Context: an optimization exercise on an open-source flow, tuned for small area. The choices shown serve that exercise and are no tape-out recipe. The RTL of this run was laid out without a check of its function. Power and IR drop assume default switching activity.

===== config.mk =====
export PLATFORM = sky130hd
export DESIGN_NAME = processor
export DESIGN_NICKNAME = processor
export VERILOG_FILES = /design/flow/design.v
export SDC_FILE = /design/flow/constraint.sdc
export NUM_CORES = 8
export LEC_CHECK = 0
export CAP_MARGIN = 20
export CORE_MARGIN = 2
export CORE_UTILIZATION = 30
export PLACE_DENSITY = 0.45
export SLEW_MARGIN = 20

===== constraint.sdc =====
create_clock -name core_clock -period 15.0 [get_ports {clk}]
set_input_delay 3.0000 -clock core_clock [delete_from_list [all_inputs] [get_ports {clk}]]
set_output_delay 3.0000 -clock core_clock [all_outputs]
set_load 0.01 [all_outputs]

===== design.v =====
module mux2(in0,in1,select,out);
input[31:0] in0,in1;
input select;
output[31:0] out;
reg[31:0] out;
always @(*)
		begin
case(select)
		0:out<=in0;
1:out<=in1;
endcase
end
endmodule
module mux4(in0,in1,in2,in3,select,out);
input[31:0] in0,in1,in2,in3;   
input[1:0] select;   
output[31:0] out;  
reg[31:0] out;
always@(*)
		begin
			case(select)
				0:out<=in0;
				1:out<=in1;
				2:out<=in2;
				3:out<=in3;
			endcase
		end
endmodule
module dff(in,clk,out,reset);
input reset;   
input[31:0] in;       
input clk;
output[31:0] out;   
reg[31:0] out;
	always @(posedge clk)
		begin
			if(reset==1'b1)           
				begin
					out<=0;
				end
			else
				begin
					out<=in;
				end
		end
endmodule
module dff2(in,clk,out,reset);
input reset;
input[5:0] in;
input clk;
output[5:0] out;
reg[5:0] out;
always @(posedge clk)
		begin
if(reset==1)
		begin
		out<=0;
		end
		else
		begin
		out<=in;
		end
		end
		endmodule
module dff3(in,clk,out,reset);
input reset;   
input in;       
input clk;
output out;   
reg out;
	always @(posedge clk)
		begin
			if(reset==1)           
				begin
					out<=0;
				end
			else
				begin
					out<=in;
				end
		end
endmodule
module adder(pc2,sext,branchaddress);
input[31:0] pc2,sext;   
output[31:0] branchaddress;  
reg[31:0] branchaddress;
always @(*)
		begin
		branchaddress <= pc2 + sext; 
		end
endmodule
module incby1(in,out,clear);
input clear;  
input[31:0] in;  
output[31:0] out;  
reg[31:0] out;
always @(in or clear)
	begin
		if(clear==1)
			begin
				out<=0;
			end
		else
			begin
				out<= in + 1;
			end
	end
endmodule
module sext(ir2,sext_select,sextended_value);
input[31:0] ir2;  
input[2:0] sext_select;  
output[31:0] sextended_value;  
reg[31:0] sextended_value; 	
always @(*)
		begin
			sextended_value<= {{21{ir2[31]}},ir2[30:25],ir2[24:21],ir2[20]};  
			case(sext_select)
				0: sextended_value<= {{21{ir2[31]}},ir2[30:25],ir2[24:21],ir2[20]};  
				1: sextended_value<= {{20{ir2[31]}},ir2[7],ir2[30:25],ir2[11:8],1'b0}; 
				2: sextended_value<= {ir2[31],ir2[30:20],ir2[19:12],{12{1'b0}}}; 
				3: sextended_value<= {{21{ir2[31]}},ir2[30:25],ir2[11:8],ir2[7]}; 
				4: sextended_value<= {{12{ir2[31]}},ir2[19:12],ir2[20],ir2[30:25],ir2[24:21],1'b0}; 
			endcase
		end
endmodule
module decoder(in,sext_select);
		input[6:0] in;
		output[2:0] sext_select;
		reg[2:0] sext_select;
always @(*)
		begin
sext_select<=0;  
case(in)
		19:sext_select<=0; 
		3:sext_select<=0; 
		99:sext_select<=1; 
		55:sext_select<=2; 
		23:sext_select<=2; 
		3:sext_select<=3;  
		111:sext_select<=4; 
endcase
end
endmodule
module alu_decode(ir2_output,alu_select);
input[31:0] ir2_output;
output[5:0] alu_select;
reg[5:0] alu_select;
always @(*)
		begin
		alu_select = 6'b000000;  
		if(ir2_output[6:0]==7'b0110011)
		begin
		if(ir2_output[31:25]==7'b0100000&&ir2_output[14:12]==3'b000)
		alu_select = 6'b000000; 
		if(ir2_output[31:25]==7'b0000000&&ir2_output[14:12]==3'b000)
		alu_select = 6'b000001; 
		if(ir2_output[31:25]==7'b0000000&&ir2_output[14:12]==3'b111)
		alu_select = 6'b000010; 
		if(ir2_output[31:25]==7'b0000000&&ir2_output[14:12]==3'b110)
		alu_select = 6'b000011; 
		if(ir2_output[31:25]==7'b0000000&&ir2_output[14:12]==3'b100)
		alu_select = 6'b000100; 
		if(ir2_output[31:25]==7'b0000000&&ir2_output[14:12]==3'b010)
		alu_select = 6'b000101; 
		if(ir2_output[31:25]==7'b0000000&&ir2_output[14:12]==3'b011)
		alu_select = 6'b000110; 
		if(ir2_output[31:25]==7'b0100000&&ir2_output[14:12]==3'b101)
		alu_select = 6'b000111; 
		if(ir2_output[31:25]==7'b0000000&&ir2_output[14:12]==3'b101)
		alu_select = 6'b001000; 
		if(ir2_output[31:25]==7'b0000000&&ir2_output[14:12]==3'b001)
		alu_select = 6'b001001; 
		if(ir2_output[31:25]==7'b0000001&&ir2_output[14:12]==3'b000)
		alu_select = 6'b001010; 
		end
		else if(ir2_output[6:0]==7'b0010011)
		begin
		if(ir2_output[14:12] == 3'b000)
		alu_select = 6'b001011; 
		if(ir2_output[14:12] == 3'b001)
		alu_select = 6'b001100; 
		if(ir2_output[14:12] == 3'b111)
		alu_select = 6'b001101; 
		if(ir2_output[14:12] == 3'b110)
		alu_select = 6'b001110; 
		if(ir2_output[14:12] == 3'b100)
		alu_select = 6'b001111; 
		if(ir2_output[14:12] == 3'b010)
		alu_select = 6'b010000; 
		if(ir2_output[14:12] == 3'b011)
		alu_select = 6'b010001; 
		if(ir2_output[14:12] == 3'b101&&ir2_output[31:25]==7'b0100000)
		alu_select = 6'b010010; 
		if(ir2_output[14:12] == 3'b101&&ir2_output[31:25]==7'b0000000)
		alu_select = 6'b010011; 
		if(ir2_output[14:12] == 3'b101&&ir2_output[31:25]==7'b0000001)
		alu_select = 6'b010100; 
		end
		else if(ir2_output[6:0]==7'b0110111)
		alu_select = 6'b010101; 
		else if(ir2_output[6:0]==7'b0010111)
		alu_select = 6'b010110; 
		else if(ir2_output[6:0]==7'b0000011&&ir2_output[14:12]==3'b010)
		alu_select = 6'b010111; 
		else if(ir2_output[6:0]==7'b0100011&&ir2_output[14:12]==3'b010)
		alu_select = 6'b011000; 
		else if(ir2_output[6:0]==7'b1101111)
		alu_select = 6'b011001; 
		else if(ir2_output[6:0]==7'b1100111)
		begin
		if (ir2_output[11:7]==5'b00000) 
		alu_select = 6'b011011;
		else
		alu_select = 6'b011010; 
		end
		else if(ir2_output[6:0]==7'b1100011)
		begin
		if(ir2_output[14:12]==3'b000)
		alu_select = 6'b011100; 
		if(ir2_output[14:12]==3'b001)
		alu_select = 6'b011101; 
		if(ir2_output[14:12]==3'b100)
		alu_select = 6'b011110; 
		if(ir2_output[14:12]==3'b101)
		alu_select = 6'b011111; 
		if(ir2_output[14:12]==3'b110)
		alu_select = 6'b100000; 
		if(ir2_output[14:12]==3'b111)
		alu_select = 6'b100001; 
		end
		else 
		alu_select = 6'b000000;  
		end
		endmodule
module alu(operand1,operand2,alu_select,z4_input);
input[31:0] operand1,operand2;
input[5:0] alu_select;
output[31:0] z4_input;
reg signed [31:0] z4_input;
always @(*)
				begin
				case(alu_select)
				0:	z4_input = operand1 + operand2;	 
1:	z4_input = operand1 - operand2;	 
2:	z4_input = operand1 & operand2;	 
3:	z4_input = operand1|operand2;  
4:	z4_input = operand1^operand2;	 
5:	begin 
if($signed(operand1)<$signed(operand2))
				z4_input = 1;
						else 
								z4_input = 0;
										end
												6:	begin
												if(operand1<operand2)
				z4_input =	1;
						else
								z4_input = 0; 
										end
												7:	z4_input = operand1>>>operand2[4:0]; 
8:	z4_input = operand1>>operand2[4:0];	 
9:	z4_input = operand1<<operand2[4:0]; 
10:	z4_input = operand1 * operand2 ;	 
11:	z4_input = operand1 + operand2 ;	 
12:	z4_input = operand1 - operand2 ;	 
13:	z4_input = operand1 & operand2 ;	 
14:	z4_input = operand1 | operand2 ;	 
15:	z4_input = operand1 ^ operand2 ;	 
16:	z4_input = 	operand1 << operand2 ; 
17:	begin
if(operand1<operand2)
				z4_input =	1;
						else
								z4_input = 0; 
										end
												18:	z4_input = 	operand1>>>operand2; 
19:	z4_input = 	operand1>>operand2;  
20:	z4_input = 	operand1<<operand2; 
21:	z4_input = 	operand2; 
22:	z4_input = 	operand1 + operand2; 
23:	z4_input = 	operand1 + operand2 ; 
24:	z4_input = 	operand1 + operand2; 
25:	z4_input = operand1 + operand2;	 
26:	z4_input = 	operand1 + operand2; 
27:	z4_input = 	operand1 + operand2; 
28:	z4_input = operand1 - operand2 ; 
29:	z4_input = 	operand1 - operand2 ; 
30:	z4_input = 	operand1 - operand2 ; 
31:	z4_input = 	operand1 - operand2 ; 
32:	z4_input = 	operand1 - operand2 ; 
33:	z4_input = 	operand1 - operand2 ; 
default:z4_input<=operand1 + operand2;
endcase
end
endmodule
module regfile(r1_add,r2_add,write_add,z5_output,write_enable,clk,reset,r1_value,r2_value);
reg[5:0] i;   
reg[31:0] registers[31:0];  
input[4:0] r1_add;
input [4:0] r2_add;
input[4:0] write_add;  
input[31:0] z5_output;   
input write_enable,reset,clk;
output[31:0] r1_value,r2_value;  
reg[31:0] r1_value,r2_value;
	always @(posedge clk)
		begin
			if(reset==1)
				begin
					for(i=0;i<32;i=i+1)
						begin
							registers[i] = 0;   
						end
				end
			else
				begin
					if(write_enable==1)    
						begin
							registers[write_add] <= z5_output;
						end
					r1_value <= registers[r1_add];   
					r2_value <= registers[r2_add];
				end
		end
endmodule
module fetch_stage(z4,clk,reset,select_pc,select_ir2,select_pc2,instruction,pc,branchaddress,ir2_input,pc2_input,ir2_output,pc2_output);
input clk,reset;
input[31:0] z4;  
input[1:0] select_pc,select_ir2;   
input select_pc2;  
input[31:0] instruction,branchaddress,ir2_output,pc2_output;   
output[31:0] pc;    
output[31:0] ir2_input,pc2_input;
wire[31:0] pcout,incrementedpc;
wire[31:0] nop = 32'b0;  
mux4 pcmux(.in0(z4),.in1(incrementedpc),.in2(pcout),.in3(branchaddress),.select(select_pc),.out(pc)); 
dff pcd(.in(pc),.clk(clk),.out(pcout),.reset(reset));   
incby1 inc(.in(pcout),.out(incrementedpc),.clear(reset));   
mux2 pc2mux(.in0(incrementedpc),.in1(pc2_output),.select(select_pc2),.out(pc2_input));  
mux4 ir2mux(.in0(instruction),.in1(nop),.in2(ir2_output),.in3(ir2_output),.select(select_ir2),.out(ir2_input));  
endmodule
module decode_stage(ir2_output,pc2_output,clk,r1_value,r2_value,z5_output,reset,ir3_output,pc3_output,x3_output,y3_output,md3_output,ir3_input,pc3_input,x3_input,y3_input,md3_input,branchaddress_input,select_ir3,select_pc3,select_x3,select_y3,select_md3,alu_select_input);
input[31:0] ir3_output,pc3_output,x3_output,y3_output,md3_output;  
input[31:0] ir2_output,pc2_output,r1_value,r2_value,z5_output;   
input reset,clk;     
input[1:0] select_ir3,select_x3,select_y3,select_md3; 
input select_pc3;
output[31:0] ir3_input,pc3_input,x3_input,y3_input,md3_input,branchaddress_input; 
output[5:0] alu_select_input;   
wire[31:0] ir2_output,pc2_output,r1_value,r2_value,z5_output,sextended_value;  
wire reset,clk;	
wire[5:0] alu_select_input;  
wire[1:0] select_ir3,select_x3,select_y3,select_md3;  
wire select_pc3;   
wire[31:0] nop = 32'b0;  
wire[2:0] sext_select;    
alu_decode decode(.ir2_output(ir2_output),.alu_select(alu_select_input));  
mux4 ir3mux(.in0(ir2_output),.in1(nop),.in2(ir3_output),.in3(ir3_output),.select(select_ir3),.out(ir3_input)); 
mux2 pc3mux(.in0(pc2_output),.in1(pc3_output),.select(select_pc3),.out(pc3_input));  
mux4 x3mux(.in0(r1_value),.in1(pc2_output),.in2(x3_output),.in3(z5_output),.select(select_x3),.out(x3_input));
mux4 y3mux(.in0(r2_value),.in1(sextended_value),.in2(y3_output),.in3(z5_output),.select(select_y3),.out(y3_input));
mux4 md3mux(.in0(r2_value),.in1(z5_output),.in2(md3_output),.in3(md3_output),.select(select_md3),.out(md3_input));  
decoder de(ir2_output[6:0],sext_select);   
sext ext(ir2_output,sext_select,sextended_value);  
adder branchadd(pc2_output,sextended_value,branchaddress_input);  
endmodule
module execute_stage(ir3_output,pc3_output,x3_output,y3_output,md3_output,pc4_output,z4_output,z5_output,select_ir4,select_pc4z4,select_operand1,select_operand2,select_md4,clk,reset,ir4_input,pc4_input,z4_input,md4_input,alu_select_output,branch_control_input,ir4_output,md4_output);
input[31:0] md4_output;
input [31:0] ir4_output;
input[5:0] alu_select_output;         
input[1:0] select_operand1,select_operand2,select_md4;   
input[1:0] select_ir4;
input select_pc4z4;    
input[31:0] ir3_output,pc3_output,x3_output,y3_output,md3_output,z4_output,z5_output,pc4_output;  
input clk,reset;     
output[31:0] ir4_input,pc4_input,z4_input,md4_input;  
wire[31:0] nop = 32'b0;  
wire[31:0] ir4_input,pc4_input,z4_input,md4_input;  
wire[31:0] operand1,operand2,mux_operand_in;  
wire[5:0] alu_select_output;     
output branch_control_input;
reg branch_control_input;
wire[31:0] md4_output;
		assign pc4_input = pc3_output;
		mux2 pc4z4mux(.in0(pc4_output),.in1(z4_output),.select(select_pc4z4),.out(mux_operand_in));
		mux4 operand1mux(.in0(x3_output),.in1(z5_output),.in2(z4_output),.in3(z4_output),.select(select_operand1),.out(operand1));
		mux4 operand2mux(.in0(y3_output),.in1(z5_output),.in2(z4_output),.in3(z4_output),.select(select_operand2),.out(operand2));
		mux4 ir4mux(.in0(ir3_output),.in1(nop),.in2(ir4_output),.in3(ir4_output),.select(select_ir4),.out(ir4_input));
		mux4 md4mux(.in0(md3_output),.in1(z5_output),.in2(z4_output),.in3(md4_output),.select(select_md4),.out(md4_input));
		alu al(.operand1(operand1),.operand2(operand2),.alu_select(alu_select_output),.z4_input(z4_input));
always @(*)
		begin
			if(ir3_output[6:0]==7'b1100011)
				begin
					if(ir3_output[14:12]==3'b000&&z4_input[31:0]==32'b0)
						branch_control_input = 1;
					else if(ir3_output[14:12]==3'b001&&z4_input[31:0]!=32'b0)
						branch_control_input = 1;
					else if(ir3_output[14:12]==3'b100&&z4_input[31]==1'b1)
						branch_control_input = 1;
					else if(ir3_output[14:12]==3'b101&&z4_input[31]==1'b0)
						branch_control_input = 1;
					else if(ir3_output[14:12]==3'b110&&z4_input[31]==1'b1)
						branch_control_input = 1;
					else if(ir3_output[14:12]==3'b111&&z4_input[31]==1'b0)
						branch_control_input = 1;
					else 
						branch_control_input = 0;
				end
			else
				begin
					branch_control_input = 0;
				end
		 end
endmodule
module memory_stage(clk,reset,ir4_output,pc4_output,z4_output,md4_output,z5_output,read_data,write_data,select_z5,select_writedata,ir5_input,z5_input,select_ir5);
input clk,reset,select_ir5;
input[31:0] ir4_output,pc4_output,z4_output,md4_output,z5_output,read_data;  
output[31:0] write_data,ir5_input,z5_input;   
input[1:0] select_z5;  
input select_writedata;          
wire[31:0] ir5_input;
wire[31:0] nop = 32'b0;  
mux2 writedatamux(.in0(z5_output),.in1(md4_output),.select(select_writedata),.out(write_data));
mux4 z5mux(.in0(read_data),.in1(z4_output),.in2(pc4_output),.in3(pc4_output),.select(select_z5),.out(z5_input));
mux2 ir5_mux(.in0(ir4_output),.in1(nop),.select(select_ir5),.out(ir5_input));
endmodule
module control(reset,ir2_output,ir3_output,ir4_output,ir5_output,branch_control_output,select_pc,select_pc2,select_ir2,select_ir3,select_ir4,select_pc3,select_x3,select_y3,select_md3,select_operand1,select_operand2,select_md4,select_datawrite,select_z5,reg_write_enable,data_write_signal,select_ir5,backpressureslave,a_ready,ir4_input);
input[31:0] ir4_input;
input a_ready;
input backpressureslave;
input branch_control_output;
input[31:0] ir2_output,ir3_output,ir4_output,ir5_output;  
output[1:0] select_pc,select_ir2,select_ir3,select_x3,select_y3,select_md3,select_operand1,select_operand2,select_md4,select_z5;
output select_pc2,select_pc3,select_datawrite,reg_write_enable,data_write_signal;
output[1:0] select_ir4;
output select_ir5;
reg[1:0] select_pc,select_ir2,select_ir3,select_x3,select_y3,select_md3,select_operand1,select_operand2,select_md4,select_z5;
reg select_pc2,select_pc3,select_datawrite,output_reg_enable,reg_write_enable,data_write_signal;
reg select_ir5;
reg[1:0] select_ir4;
reg backpressure;
input reset;
always @(*)
		begin
select_pc = 1; select_pc2 = 0; select_ir2 = 0; select_ir3 = 0; select_ir4 = 0;
select_pc3 = 0; select_x3 = 0; select_y3 = 0; select_md3 = 0;
select_operand1 = 0; select_operand2 = 0; select_md4 = 0; select_z5 = 1;
select_datawrite = 1; reg_write_enable = 0; data_write_signal = 0; select_ir5 = 0;
backpressure = 0;
if(reset==1)
		begin
		select_pc = 2;
		select_ir2 = 0;
		select_pc2 = 0;
		backpressure = 0;
		end
else
		begin
backpressure = 0;
if(backpressureslave==1||backpressure==1)
		begin
			select_pc = 2;
			select_pc2 = 1;
			select_ir2 = 2;
			select_ir3 = 2;
		end
else if((ir4_output[6:0]==7'b1100111)||(ir4_output[6:0]==7'b1101111))  
	begin
		select_pc = 0;   
		select_ir2 = 1;  
		select_ir3 = 1;  
		select_ir4 = 1;  
	end
else if(ir4_output[6:0] == 7'b1100011 && branch_control_output == 1 ) 
	begin
		select_pc = 3;   
		select_ir2 = 1;  
		select_ir3 = 1;  
		select_ir4 = 1;  
	end
else if(ir2_output[19:15] == ir3_output[11:7]&&(ir3_output[14:12] == 3'b010) && (ir3_output[6:0] == 7'b0000011) && (ir2_output[6:0] == 7'b1100111) && (ir2_output[14:12] == 3'b000))
	begin                                            
		select_pc = 2;  
		select_pc2 = 1;  
		select_ir2 = 2;  
		select_ir3 = 1;  
	end
else if((ir2_output[19:15] == ir3_output[11:7])&&(ir3_output[6:0] == 7'b0000011) && (ir2_output[6:0] == 7'b1100111) && (ir3_output[14:12] == 3'b010) && (ir3_output[14:12] == 3'b000))    
	begin
		select_pc = 2;  
		select_pc2 = 1;  
		select_ir2 = 2;  
		select_ir3 = 1;  
	end
else if(((ir3_output[11:7]== ir2_output[24:20])||(ir3_output[11:7]==ir2_output[19:15]))&&(ir2_output[6:0]==7'b0110011)&&(ir3_output[6:0]==7'b0000011)&&(ir3_output[14:12] == 3'b010))  
	begin
		select_pc = 2;  
		select_pc2 = 1;  
		select_ir2 = 2;  
		select_ir3 = 1;  
	end
else if((ir3_output[11:7]==ir2_output[19:15])&&(ir2_output[6:0]==7'b0010011)&&(ir3_output[6:0]==7'b0000011)&&(ir3_output[14:12] == 3'b010))  
	begin
		select_pc = 2;
		select_pc2 = 1;
		select_ir2 = 2;
		select_ir3 = 1;
	end
else if((ir3_output[14:12]==3'b010)&&(ir3_output[6:0]==7'b0000011)&&(ir2_output[6:0]==7'b1100011)&&((ir3_output[11:7]==ir2_output[24:20])||(ir3_output[11:7]==ir2_output[19:15])))  
	begin
		select_pc = 2;   
		select_pc2 = 1;	 
		select_ir2 = 2;  
		select_ir3 = 1;  
	end
else if((ir3_output[6:0]==7'b0000011)&&(ir2_output[6:0]==7'b0100011)&&(ir3_output[14:12]==3'b010)&&(ir2_output[14:12]==3'b010)&&(ir3_output[11:7]==ir2_output[19:15]))  
	begin
		select_pc = 2; 
		select_pc2 = 1;
		select_ir2 = 2;
		select_ir3 = 1;
	end 
else        
	begin
		select_pc = 1;
		select_pc2 = 0;
		select_ir2 = 0;
		select_ir3 = 0;
	end	
if(backpressureslave==1||backpressure==1)
		begin	
			select_x3 = 2;
		end
else if((ir2_output[6:0]==7'b0010111)||(ir2_output[6:0]==7'b1101111))  
	begin
		select_x3 = 1;
	end
else if((ir5_output[6:0] == 7'b0000011||ir5_output[6:0]==7'b0110011||ir5_output[6:0]==7'b0010011) && (ir2_output[6:0]==7'b1100011||ir2_output[6:0]==7'b0010011||ir2_output[6:0]==7'b0110011) && (ir5_output[11:7] == ir2_output[19:15])) 
	begin                     
		select_x3 = 3;																  
	end							 
else if(ir5_output[6:0]==7'b0000011&&ir5_output[14:12]==3'b010&&ir2_output[6:0]==7'b0100011&&ir2_output[14:12]==3'b010&&ir5_output[11:7]==ir2_output[19:15])
	begin  
		select_x3 = 3;
	end
else
	begin
		select_x3 = 0;
	end
if(backpressureslave==1||backpressure==1)			 
	begin
		select_y3 = 2;
	end
else if((ir2_output[6:0]==7'b0010011)||ir2_output[6:0]==7'b1100111||ir2_output[6:0]==7'b0110111||ir2_output[6:0]==7'b0010111||ir2_output[6:0]==7'b0000011)	 
	begin
		select_y3 = 1;
	end
else if((ir5_output[6:0]==7'b0000011||ir5_output[6:0]==7'b0110011||ir5_output[6:0]==7'b0010011)&&(ir2_output[6:0]==7'b0110011||ir2_output[6:0]==7'b0100011||ir2_output==7'b1100011)&&(ir2_output[24:20]==ir5_output[11:7])) 
	begin					 
		select_y3 = 3;       
	end
else
	begin
		select_y3 = 0;
	end
if(backpressureslave==0&&backpressure==0)
	begin
	select_pc3 = 0;
	end
else
	begin
	select_pc3 = 1;
	end
if(backpressureslave==1||backpressure==1)        
	begin
		select_md3 = 2;
	end
else if(ir2_output[24:20]==ir5_output[11:7]&&ir2_output[6:0]==7'b0100011&&ir5_output[6:0]==7'b0000011)
	begin	
		select_md3 = 1;
	end
else
	begin
		select_md3 = 0;
	end
if((ir5_output[6:0]==7'b0000011)&&(ir5_output[14:12]==3'b010)&&((ir3_output==7'b1100011)||(ir3_output[6:0]==7'b1100111)||(ir3_output[6:0]==7'b0110011)||(ir3_output[6:0]==7'b0010011))&&(ir5_output[11:7]==ir3_output[19:15]))  
	begin
		select_operand1 = 1;  
	end
else if((ir5_output[6:0]==7'b0000011)&&(ir5_output[14:12]==3'b010)&&(ir3_output[6:0]==7'b0100011)&&(ir3_output[14:12]==3'b010)&&(ir5_output[11:7]==ir3_output[19:15]))
	begin
		select_operand1 = 1;  
	end
else if((ir5_output[6:0]==7'b0110011||ir5_output==7'b0010011)&&(ir3_output[6:0]==7'b0110011||ir3_output==7'b0010011)&&(ir5_output[11:7]==ir3_output[19:15]));
else if((ir4_output[6:0]==7'b0110011||ir4_output[6:0]==7'b0010011||ir4_output[6:0]==7'b0110111||ir4_output[6:0]==7'b0010111)&&((ir3_output[6:0]==7'b0100011)||(ir3_output[6:0]==7'b1100111)||(ir3_output[6:0]==7'b0000011)&&(ir3_output[6:0]==7'b1100011)||(ir3_output[6:0]==7'b0010011)||(ir3_output[6:0]==7'b0010011)||(ir3_output[6:0]==7'b0110011))&&ir4_output[11:7]==ir3_output[19:15])  
	begin         
		select_operand1 = 2;
	end
else
	begin
		select_operand1 = 0;
	end
if((ir5_output[6:0]==7'b0000011||ir5_output[6:0]==7'b0110011||ir5_output[6:0]==7'b0010011)&&((ir3_output[6:0]==7'b1100011||ir3_output[6:0]==7'b0110011))&&(ir5_output[11:7]==ir3_output[24:20]))  
	begin  
		select_operand2 = 1;
	end
else if((ir4_output[6:0]==7'b0110011)&&((ir3_output[6:0]==7'b1100011))&&(ir4_output[11:7]==ir3_output[24:20]))
	begin  
		select_operand2 = 2;
	end
else if((ir4_output[6:0]==7'b0110011||ir4_output[6:0]==7'b0110111)&&(ir3_output[6:0]==7'b0110011)&&(ir4_output[11:7]==ir3_output[24:20]))  
	begin  
		select_operand2 = 2;
	end
else
	begin
		select_operand2 = 0;
	end
if(backpressureslave==1||backpressure==1)
		begin
		select_md4 = 3;
		end
else if((ir5_output[6:0]==7'b0000011)||(ir5_output[6:0]==7'b0110011)||(ir5_output[6:0]==7'b0010011)&&(ir3_output[6:0]==7'b0100011)&&(ir5_output[11:7]==ir3_output[24:20]))  
	begin
		select_md4 = 1;
	end
else if(((ir4_output[6:0]==7'b0110011)||(ir4_output[6:0]==7'b0010011))&&(ir3_output[6:0]==7'b0100011)&&(ir4_output[11:7]==ir3_output[24:20])) 
	begin
		select_md4 = 2;
	end
else 
	begin
		select_md4 = 0;
	end
	if(ir4_output[6:0] == 7'b1100011 && branch_control_output == 1)  
	begin
	select_ir4 = 1;
	end
	else if(backpressureslave==1||backpressure==1)
		begin
			select_ir4 = 2;
		end
	else
	begin
	select_ir4 = 0;
	end
if(ir4_output[6:0]==7'b0000011)   
	begin
		select_z5 = 0;
	end
else if(ir4_output[6:0]==7'b0110011||ir4_output[6:0]==7'b0010011||ir4_output[6:0]==7'b0110111||ir4_output[6:0]==7'b0010111)  
	begin
		select_z5 = 1;
	end
else if(((ir4_output[6:0]==7'b1101111)||(ir4_output[6:0]==7'b1100111))&&(ir4_output[11:7]!=5'b00000))  
	begin
		select_z5 = 2;
	end
if((ir5_output[6:0]==7'b0000011)&&(ir4_output[6:0]==7'b0100011)&&(ir5_output[11:7]==ir4_output[24:20])) 
	begin			
		select_datawrite = 0;     
	end
else
	begin
		select_datawrite = 1;
	end
if(ir4_output[6:0]==7'b0100011)  
	begin
		data_write_signal = 1;
	end
else
	begin
		data_write_signal = 0;
	end	
if(ir5_output[6:0]==7'b0110011||ir5_output[6:0]==7'b0010011||ir5_output[6:0]==7'b1101111||ir5_output[6:0]==7'b0000011||ir5_output[6:0]==7'b0110111||ir5_output[6:0]==7'b0010111)  
	begin	
		reg_write_enable = 1;
	end
else 
	begin
		reg_write_enable = 0;
	end
if(backpressureslave==0&&backpressure==0)
		begin
			select_ir5 = 0;
		end
else							 
	begin
			select_ir5 = 1;
	end
end
end
endmodule
module master(clk,reset,ir34,a_ready,a_valid,a_channel,d_channel,d_ready,backpressureslave,z4_input,md4_input,d_valid,d_error);
parameter a_channel_size = 53;
parameter d_channel_size = 43;
input[31:0] z4_input;
input[31:0] md4_input;
input clk,reset;
input[31:0] ir34;
input[d_channel_size-1:0] d_channel;
input backpressureslave;
input a_ready;
input d_ready;
input d_valid;
input d_error;
output[a_channel_size-1:0] a_channel;
output a_valid;
reg a_valid;
reg[a_channel_size-1:0] a_channel;
reg state;
always@(posedge clk)
		begin
			if(reset==1)
				begin
					a_valid <= 0;
					a_channel <= 0;
					state <= 0;
				end
			else
				begin
					case(state)
						0: 	begin
									if(ir34[6:0]==7'b0000011&&backpressureslave==0&&a_ready==1)            
										begin
											a_valid <= 1;
											state <=1;
											a_channel[52:50] <=   4;          
											a_channel[49:47] <=   0;          
											a_channel[46:44] <=   5;             
											a_channel[43:42] <=   0;             
											a_channel[41:32] <=   z4_input[9:0];            
											a_channel[31:0] <=    md4_input;            
										end
									else if(ir34[6:0]==7'b0100011&&backpressureslave==0&&a_ready==1)            
										begin
											a_valid <= 1;
											state <= 1;
											a_channel[52:50] <=  0;					 
											a_channel[49:47] <=	 0;			    
											a_channel[46:44] <=	 5;			    
											a_channel[43:42] <=	 0;			    
											a_channel[41:32] <=	 z4_input[9:0]; 				    
											a_channel[31:0] <=   md4_input;               
										end
							end
						1: begin
								if((d_valid!=1)&&backpressureslave==1)
									begin
											a_valid<=0;
									end
								else if(d_error==1&&d_valid==1)
									begin
											a_valid<=1;
									end
	 	 						else if((d_valid==1&&d_error!=1)&&(ir34[6:0]==7'b0000011||ir34[6:0]==7'b0100011)&&a_ready==1&&backpressureslave==0)
									begin
											a_valid <= 1;
											if(ir34[6:0]==7'b0000011)					 
												begin
													a_channel[52:50] <= 4;				 
													a_channel[49:47] <= 0;				 
													a_channel[46:44] <= 5;				 
													a_channel[43:42] <= 0;				 
													a_channel[41:32] <= z4_input[9:0];	 
													a_channel[31:0] <= md4_input;		 
												end
											else if(ir34[6:0]==7'b0100011)              	 
												begin
													a_channel[52:50] <= 0;					 
													a_channel[49:47] <= 0;					 
													a_channel[46:44] <= 5;					 
													a_channel[43:42] <= 0;					 
													a_channel[41:32] <= z4_input[9:0];		 
													a_channel[31:0] <= md4_input;			 
												end
									end
								else if(d_valid==1)
									begin
											a_valid <= 0;
											state <= 0;
									end
						   end
					endcase
				end
		end
endmodule
module processor(clk,reset,pc,instruction,backpressureslave,d_valid,d_data,a_valid,a_channel);
input[31:0] instruction;
output[31:0] pc;
input backpressureslave;  
input d_valid;            
input[31:0] d_data;       
output a_valid;           
output[52:0] a_channel;   
wire data_write_signal;  
input clk,reset;
wire clk,reset;
wire[31:0] z4_input,instruction,pc,branchaddress,z4_output;  
wire[1:0] select_pc,select_ir2;  
wire select_pc2;   
wire[31:0] ir2_input,pc2_input,ir2_output,pc2_output; 
wire[31:0] r1_value,r2_value;  
wire[31:0] ir3_output,pc3_output,x3_output,y3_output,md3_output,ir3_input,pc3_input,x3_input,y3_input,md3_input,branchaddress_input; 
wire[1:0] select_ir3,select_x3,select_y3,select_md3;  
wire select_pc3;   
wire[31:0] ir4_output,pc4_output,md4_output;
wire[31:0] ir4_input,pc4_input,md4_input;
wire[1:0] select_ir4;
wire select_pc4z4;  
wire[1:0] select_operand1,select_operand2,select_md4; 
wire[31:0] ir5_input,z5_input,z5_output,ir5_output;  
wire[31:0] read_data,write_data;  
wire[1:0] select_z5;	
wire select_writedata;
wire reg_write_enable;  
wire branch_control_output;  
wire[31:0] branchaddress3_input,branchaddress3_output;  
wire[5:0] alu_select_input,alu_select_output;  
wire branch_control_input;
wire backpressureslave;
wire a_ready = 1'b1;
wire d_ready = 1'b1;
wire select_ir5;
wire select_datawrite;
wire[42:0] d_channel = {11'b0,d_data};
fetch_stage fetch(.z4(z4_output),.clk(clk),.reset(reset),.select_pc(select_pc),.select_ir2(select_ir2),.select_pc2(select_pc2),.instruction(instruction),.pc(pc),.branchaddress(branchaddress),.ir2_input(ir2_input),.pc2_input(pc2_input),.ir2_output(ir2_output),.pc2_output(pc2_output));
dff ir2(.in(ir2_input),.clk(clk),.out(ir2_output),.reset(reset));
dff pc2(.in(pc2_input),.clk(clk),.out(pc2_output),.reset(reset));
decode_stage decode(.ir2_output(ir2_output),.pc2_output(pc2_output),.clk(clk),.r1_value(r1_value),.r2_value(r2_value),.z5_output(z5_output),.reset(reset),.ir3_output(ir3_output),.pc3_output(pc3_output),.x3_output(x3_output),.y3_output(y3_output),.md3_output(md3_output),.ir3_input(ir3_input),.pc3_input(pc3_input),.x3_input(x3_input),.y3_input(y3_input),.md3_input(md3_input),.branchaddress_input(branchaddress3_input),.select_ir3(select_ir3),.select_pc3(select_pc3),.select_x3(select_x3),.select_y3(select_y3),.select_md3(select_md3),.alu_select_input(alu_select_input));
dff ir3(.in(ir3_input),.clk(clk),.out(ir3_output),.reset(reset));
dff pc3(.in(pc3_input),.clk(clk),.out(pc3_output),.reset(reset));
dff x3(.in(x3_input),.clk(clk),.out(x3_output),.reset(reset));
dff y3(.in(y3_input),.clk(clk),.out(y3_output),.reset(reset));
dff branchadd(.in(branchaddress3_input),.clk(clk),.out(branchaddress3_output),.reset(reset));
dff md3(.in(md3_input),.clk(clk),.out(md3_output),.reset(reset));
dff2 aluselect(.in(alu_select_input),.clk(clk),.out(alu_select_output),.reset(reset));
execute_stage execute(.ir3_output(ir3_output),.pc3_output(pc3_output),.x3_output(x3_output),.y3_output(y3_output),.md3_output(md3_output),.pc4_output(pc4_output),.z4_output(z4_output),.z5_output(z5_output),.select_ir4(select_ir4),.select_pc4z4(select_pc4z4),.select_operand1(select_operand1),.select_operand2(select_operand2),.select_md4(select_md4),.clk(clk),.reset(reset),.ir4_input(ir4_input),.pc4_input(pc4_input),.z4_input(z4_input),.md4_input(md4_input),.alu_select_output(alu_select_output),.branch_control_input(branch_control_input),.ir4_output(ir4_output),.md4_output(md4_output));
dff ir4(.in(ir4_input),.clk(clk),.out(ir4_output),.reset(reset));
dff pc4(.in(pc4_input),.clk(clk),.out(pc4_output),.reset(reset));
dff z4(.in(z4_input),.clk(clk),.out(z4_output),.reset(reset));
dff md4(.in(md4_input),.clk(clk),.out(md4_output),.reset(reset));
dff branch4(.in(branchaddress3_output),.clk(clk),.out(branchaddress),.reset(reset));
dff3 controlbranch(.in(branch_control_input),.clk(clk),.out(branch_control_output),.reset(reset));
memory_stage mem(.clk(clk),.reset(reset),.ir4_output(ir4_output),.pc4_output(pc4_output),.z4_output(z4_output),.md4_output(md4_output),.z5_output(z5_output),.read_data(read_data),.write_data(write_data),.select_z5(select_z5),.select_writedata(select_writedata),.ir5_input(ir5_input),.z5_input(z5_input),.select_ir5(select_ir5));
dff ir5(.in(ir5_input),.clk(clk),.out(ir5_output),.reset(reset));
dff z5(.in(z5_input),.clk(clk),.out(z5_output),.reset(reset));
regfile registers(.r1_add(ir2_input[19:15]),.r2_add(ir2_input[24:20]),.write_add(ir5_output[11:7]),.z5_output(z5_output),.write_enable(reg_write_enable),.clk(clk),.reset(reset),.r1_value(r1_value),.r2_value(r2_value));
control control_part(.reset(reset),.ir2_output(ir2_output),.ir3_output(ir3_output),.ir4_output(ir4_output),.ir5_output(ir5_output),.select_pc(select_pc),.select_pc2(select_pc2),.select_ir2(select_ir2),.select_ir3(select_ir3),.select_ir4(select_ir4),.select_pc3(select_pc3),.select_x3(select_x3),.select_y3(select_y3),.select_md3(select_md3),.select_operand1(select_operand1),.select_operand2(select_operand2),.select_md4(select_md4),.select_datawrite(select_datawrite),.select_z5(select_z5),.reg_write_enable(reg_write_enable),.data_write_signal(data_write_signal),.branch_control_output(branch_control_output),.select_ir5(select_ir5),.backpressureslave(backpressureslave),.a_ready(a_ready),.ir4_input(ir4_input));
assign read_data = d_channel[31:0];
master m(.clk(clk),.reset(reset),.ir34(ir4_input),.a_ready(a_ready),.a_valid(a_valid),.a_channel(a_channel),.d_ready(d_ready),.d_channel(d_channel),.backpressureslave(backpressureslave),.z4_input(z4_input),.md4_input(md4_input),.d_valid(d_valid),.d_error(1'b0));
endmodule

===== run.sh =====
#!/bin/bash
# synth_recipe.tcl (not shown) runs the flow's synth.tcl, then flattens the netlist and writes it again
# the make line also repeats each setting of config.mk as NAME=value (left out here)
make -C /OpenROAD-flow-scripts/flow DESIGN_CONFIG=/design/flow/config.mk WORK_HOME=/design/flow/orfs CLKGATE_MAP_FILE= SYNTH_SCRIPT=/design/flow/synth_recipe.tcl finish

==> flow_summary.yaml <==
place:
  place_ws_ns: 0.556
  placed_area_um2: 106000
  io_buffers: 145
  gp_congestion: 1.01
  hpwl_mm: 395
synthesis:
  synth.distinct_cells: 110
  syn_inst: 12700
  synth_top_area_cell: "dfxtp_1"
  seq_area_frac_synth_pct: 34.2
  yosysWarnings: 16
  synth_area_leaders: "dfxtp_1 32%, nand2_1 10%, fa_1 8.3%"
  synth_edf_count: 64
  ys_async_sr_fraction_pct: 0
  postSynthRegisterBits: 1653
  syn-cell-area_um2: 98600
  synth_top_flop_cell: "dfxtp_1"
  synthDominantCellAreaShare_pct: 32.3
  syn_area_per_cell_um2: 7.79
setup_path:
  critPathCaptureType: "register"
  crit_buf_inv: 9
  cp_slowest_cell: "or4_1"
  slowest_delay_ns: 0.59
  arrival_ns: 14.47
  crit_type: "in -> reg"
  cp.depth: 40
  worstSetupStartpointType: "primary input"
  path_delay_family: "adder cells"
  crit_required_ns: 15.75
  path_max_fanout: 32
  r2r_slack_ns: 2.21
  r2r_cells: 39
clock_tree:
  cts_resized: 0
  post_cts_buffers: 0
  cts_max_path_buffers: 4
  clock_latency_ns: 0.93
  path_clk_slew_ns: 0.06
  cts_made_buffers: 184
  cts_root_buf: "clkbuf_16"
  cts_tree: "built"
  h-tree-depth: 4
  clock-sinks: 1653
  hold_buffers: 0
finish:
  drive_gt1_share_pct: 8.23
  nNetsFinal: 13100
  fin_util_pct: 34.3
  largest_register_ffs: 1024
  area_delta_synth_final_pct: 13.8
  regMostFlops: "registers.registers"
  reg_top3: "registers.registers x1024, m.a_channel x44"
  fin_area_um2: 112000
pwr:
  leakagePower_nw: 40.6
  irDropWorstVdd_v: 0.0000855
  power_density_nw_per_um2: 99.4
timing:
  min_period_ns: 13.72
  min_period_over_period_pct: 91.4
  relSlewSlack_pct: 13.7
  rsz0062_at_grt: "false"
  setup_ws_ns: 1.28
  worst_pin_slew_ns: 1.29
  slew_viol_final: 0
  setup_viol: 0
  final.setup_skew_ns: 0.0935
  finalSetupTns_ns: 0
  max_freq_ghz: 0.0729
  final_hold_viol_count: 0
detailed_routing:
  vias: 107000
  route.detailed.drc: 0
  drtIter0Drc: 18500
  ant_nets: 0
  viasPerCell: 6.33
  firstDrtPassIters: 13
  wirelength_mm: 613
  routedWlPerCell_um: 36.3
worst_hold_path:
  hold_class: "reg -> reg"
  min_path_cells: 1
floorplan:
  die_y_um: 577
  ios: 154
  die_area_um2: 333000
  start_util_pct: 30.1
  die_x_um: 577
  rows: 210
  core-area_um2: 327000
grt:
  grt_max_degree: 193
  antenna_found_initial: 45
  grt_util_all_layers_pct: 35.5
  grt-ovfl-total: 0
  grt_pass1_vias: 99100
  grt_first_pass_wirelength_mm: 833
status:
  run_status: "timing/DRC/antenna clean"
job:
  maxCapViolCount: 0
[routing by layer]
layer | GRT usage (%) | vias up | part of all wire (%)
li1 | - | 43600 | -
met1 | 44.3 | 52200 | 38
met2 | 52.1 | 8420 | 42
met3 | 11.1 | 2430 | 12
met4 | 23.9 | 37 | 8.1
met5 | 0.142 | - | 0.061
[cell type report]
cell class,instances,area (um^2)
antenna,35,87.6
clock buffer,257,5250
clock inverter,68,833
fill,34300,215000
inverter,558,2100
multi-input combinational,9352,59700
sequential,1653,33800
tap,4346,5440
timing repair buffer,608,5060
[where the power goes]
group	internal [mW]	switching [mW]	leakage, nW
Clock	2.73	2.05	3.00
Sequential	4.48	0.0944	13.5
Combinational	0.506	1.29	24.1
[worst paths after layout]
path,startpoint,end
max,reset,controlbranch.out$_SDFF_PP0_
min,branchadd.out[17]$_SDFF_PP0_,branch4.out[17]$_SDFF_PP0_
max reg2reg,ir5.out[10]$_SDFF_PP0_,controlbranch.out$_SDFF_PP0_
min reg2reg,branchadd.out[17]$_SDFF_PP0_,branch4.out[17]$_SDFF_PP0_
[kinds of logic (layout without fill, tap and decap cells)]
logic type | Yosys count | count (layout) | synth area share [%]
AO/OA/AOI/OAI | 3384 | 3384 | 23.2
XOR/XNOR | 192 | 192 | 1.80
adder cells (fa/ha/maj) | 665 | 665 | 11.6
buffers and inverters | 1652 | 1491 | 6.44
flip-flops | 1653 | 1653 | 34.2
multiplexers | 160 | 160 | 1.64
other | 1 | 43 | 0.00380
AND/OR/NAND/NOR | 4943 | 4943 | 21.1
[synthesized netlist by cell type (all sizes together) (92+ instances only)]
cell type,n
nand2,2724
dfxtp,1589
a21oi,1333
nor2,1136
clkbuf,965
a22oi,577
inv,546
fa,411
a221oi,350
nand3,323
ha,254
o21ai,189
nor3,174
a211oi,166
a22o,161
mux2i,151
nand4,133
buf,129
xnor2,110
nor2b,92
[cell usage in the layout (no fill, tap or decap), drive strengths merged, types with 323 or more instances in the layout]
master and instances:
a221oi 350, a22oi 577, nor2 1136, nand3 323, buf 464, fa 411, nand2 2724, a21oi 1333
inv 553, dfxtp 1589
[worst reg2reg max path, delay by kind of cell (launching register included)]
kind,cells,cell delay [ns]
xor+xnor,2,0.49
flops,1,0.31
compound gates,11,3.41
fa+ha+maj,10,4.06
simple gates,8,3.11
buf+inv,8,1.31
[per-stage QoR]
| step | power (mW) | instances | hold slack [ns] |
|---|---|---|---|
| finish | 11.2 | 16900 | 0.427 |
| global route | 11.4 | 16800 | 0.453 |
| CTS | 11.1 | 16800 | 0.439 |
| detailed placement | 6.39 | 16500 | 0.425 |
| global placement | 6.39 | 16500 | 0.419 |
| floorplan | 5.56 | 12700 | 0.407 |

-- separate check: timing with driven ports --
The flow's constraints put no driver on any port. The routed layout listed below was extracted and timed again, unchanged, in two steps.
Step 1 sets driving cells, clkbuf_16 on the clock port and buf_2 on the other inputs (assumed; they add their load-dependent delay and slew).
Step 2 times the ports against the registers' clock, not the clock port: input delays grow and output delays shrink by t, the midpoint of the rising clock arrivals with the driver on.
Three values: ideal, step 1, step 2; two values: the first two.
shift t [ns]: 0.986
slack for setup (ns): 1.283 / 1.345 / 0.359
worst register clock-pin slew, ns: 0.07 / 0.07
After both steps setup and hold are still met in this run. The setup slack of this run moves by +0.062 ns with the drivers and by -0.924 ns with both steps.
